Context: an optimization exercise on an open-source flow, tuned for small area and a short achievable clock period. The choices shown serve that exercise and are no tape-out recipe.
Only simulation tests tie the RTL to the original design; equivalence was not proved.

==> inputs of v27 <==
## ALU
module ALU (clk, in_a, in_b, sum, carry_in, carry_out, opcode);
==> flow/config.mk <==
export PLATFORM = sky130hd
export DESIGN_NAME = ALU
export DESIGN_NICKNAME = ALU
export VERILOG_FILES = /design/flow/design.v
export SDC_FILE = /design/flow/constraint.sdc
export NUM_CORES = 4
export LEC_CHECK = 0
export ABC_AREA = 1
export CAP_MARGIN = 20
export CORE_MARGIN = 2
export CORE_UTILIZATION = 55
export SLEW_MARGIN = 20
==> flow/constraint.sdc <==
create_clock -name core_clock -period 85.0 [get_ports {clk}]
set_input_delay 17.0000 -clock core_clock [delete_from_list [all_inputs] [get_ports {clk}]]
set_output_delay 17.0000 -clock core_clock [all_outputs]
set_load 0.01 [all_outputs]
standard.sh (not shown) runs the stock make flow with config.mk's settings and CLKGATE_MAP_FILE= SYNTH_SCRIPT=/design/flow/synth_recipe.tcl, a recipe that flattens the netlist after the stock synthesis.
==> flow/flow/run.sh <==
#!/bin/bash
set -euo pipefail
MARGIN=18
bash standard.sh SETUP_SLACK_MARGIN=$MARGIN finish > standard_flow.log 2>&1
==> v7: changes against v27 <==
==> flow/flow/run.sh (replaced) <==
#!/bin/bash
set -euo pipefail
MARGIN=30
bash standard.sh SETUP_SLACK_MARGIN=$MARGIN finish > standard_flow.log 2>&1
==> impl_metrics.ini <==
[run_status]
violatedChecks = max-capacitance violations, max-slew violations
run_status = finished with violations

[sta]
timing.final.max_slew_violations = 18

[run]
max_cap_viol_count = 1
Source of the figures above: v27

==> impl_metrics.ini <==
[min_path]
worst_hold_startpoint = in_b[24]

[run]
max_cap_viol_count = 0

[grt]
antenna_found_initial = 21

[sta]
timing.final.max_slew_violations = 0

[run_status]
run_status = timing/DRC/antenna clean

[drt]
vias = 59367

[placed_design]
placement.cell_area_um2 = 49400
Source of the figures above: v7


* * *

==> inputs of run E <==
Another version of the RTL of ALU (not shown whole).
==> flow/config.mk <==
export PLATFORM = sky130hd
export DESIGN_NAME = ALU
export DESIGN_NICKNAME = ALU
export VERILOG_FILES = /design/flow/design.v
export SDC_FILE = /design/flow/constraint.sdc
export NUM_CORES = 4
export LEC_CHECK = 0
export ABC_AREA = 1
export CAP_MARGIN = 35
export CORE_MARGIN = 2
export CORE_UTILIZATION = 55
export SLEW_MARGIN = 35
==> flow/constraint.sdc <==
create_clock -name core_clock -period 85.0 [get_ports {clk}]
set_input_delay 17.0000 -clock core_clock [delete_from_list [all_inputs] [get_ports {clk}]]
set_output_delay 17.0000 -clock core_clock [all_outputs]
set_load 0.01 [all_outputs]
==> flow/flow/run.sh <==
#!/bin/bash
set -euo pipefail
MARGIN=21
bash standard.sh SETUP_SLACK_MARGIN=$MARGIN finish > standard_flow.log 2>&1
==> run C: changes against run E <==
==> flow/flow/run.sh (replaced) <==
#!/bin/bash
set -euo pipefail
MARGIN=27
bash standard.sh SETUP_SLACK_MARGIN=$MARGIN finish > standard_flow.log 2>&1
==> summary of the runs <==
Against run E, the wire length of run C is larger by about 4%. Against run C, the final cell count of run E is lower by about 2.6%. Sequential cell count is the same in run C and run E. Between run C and run E, the lower utilization is in run E (gap 4.7 points). Between run E and run C, the lower critical path depth is in run C (gap 12). Against run C, the non-clock buffer count of run E is lower by 219. In run E the hold slack is higher than in run C, by 0.21 ns.
==> figures <==
Outcome: run E timing/DRC/antenna clean; run C timing/DRC/antenna clean
Global router's overall resource usage: run E 0.4288; run C 0.4399
Nonclk inv count: run E 993; run C 997
Met1 layer usage reported by global route: run E 0.5658; run C 0.5719
Area used by multi-input combinational logic: run E 43510 um2; run C 45650 um2
Proportion of cell area occupied by multi-input gates: run E 0.8355; run C 0.8129
Hold slack final: run E 17.43 ns; run C 17.22 ns
Post-CTS setup-driven buffer insertion count: run E 5; run C 120
Critical path data required time: run E 85.25 ns; run C 85.24 ns
DR iter-0 viols: run E 5636; run C 5956
Pin slew with the least headroom to its limit: run E 0.9979 ns; run C 1.158 ns
Number of antenna cells inserted: run E 7; run C 12
Tcrit/Tclk final: run E 0.7161; run C 0.6609
Count of buffer and inverter cells on the critical path: run E 20; run C 33
Via count of the first global-routing pass: run E 48410; run C 49810
Highest achievable clock rate: run E 16.43 MHz; run C 17.80 MHz

## port drivers added, routing unchanged
The results above use ideal ports. As a check the final layouts listed here were re-extracted and re-timed, cells and wires unchanged. Step 1: set_driving_cell puts a clkbuf_16 on clk and a buf_2 on each other input, an assumption about the parent block. Step 2 moves the port delays by t, midway between the first and last clock arrival at a register: inputs arrive t later, outputs are due t later. That takes back most of the time a late clock gives input paths. Slacks: ideal / step 1 / step 2; pairs: ideal / step 1.
run	shift t [ns]	setup WS [ns]	latest minus earliest clock arrival (ns)	worst register clock-pin slew, ns	pins driven straight from the clock port
v27	0.362	21.000 / 20.968 / 20.606	0.018 / 0.017	0.08 / 0.08	1
v7	0.348	23.603 / 23.585 / 23.237	0.017 / 0.016	0.08 / 0.08	1
run E	0.348	24.129 / 24.150 / 23.803	0.008 / 0.009	0.06 / 0.06	1
run C	0.346	28.827 / 28.853 / 28.508	0.009 / 0.009	0.06 / 0.06	1
For v27, which loses most, drivers alone change the setup slack by -0.032 ns; drivers and shift together by -0.394 ns.
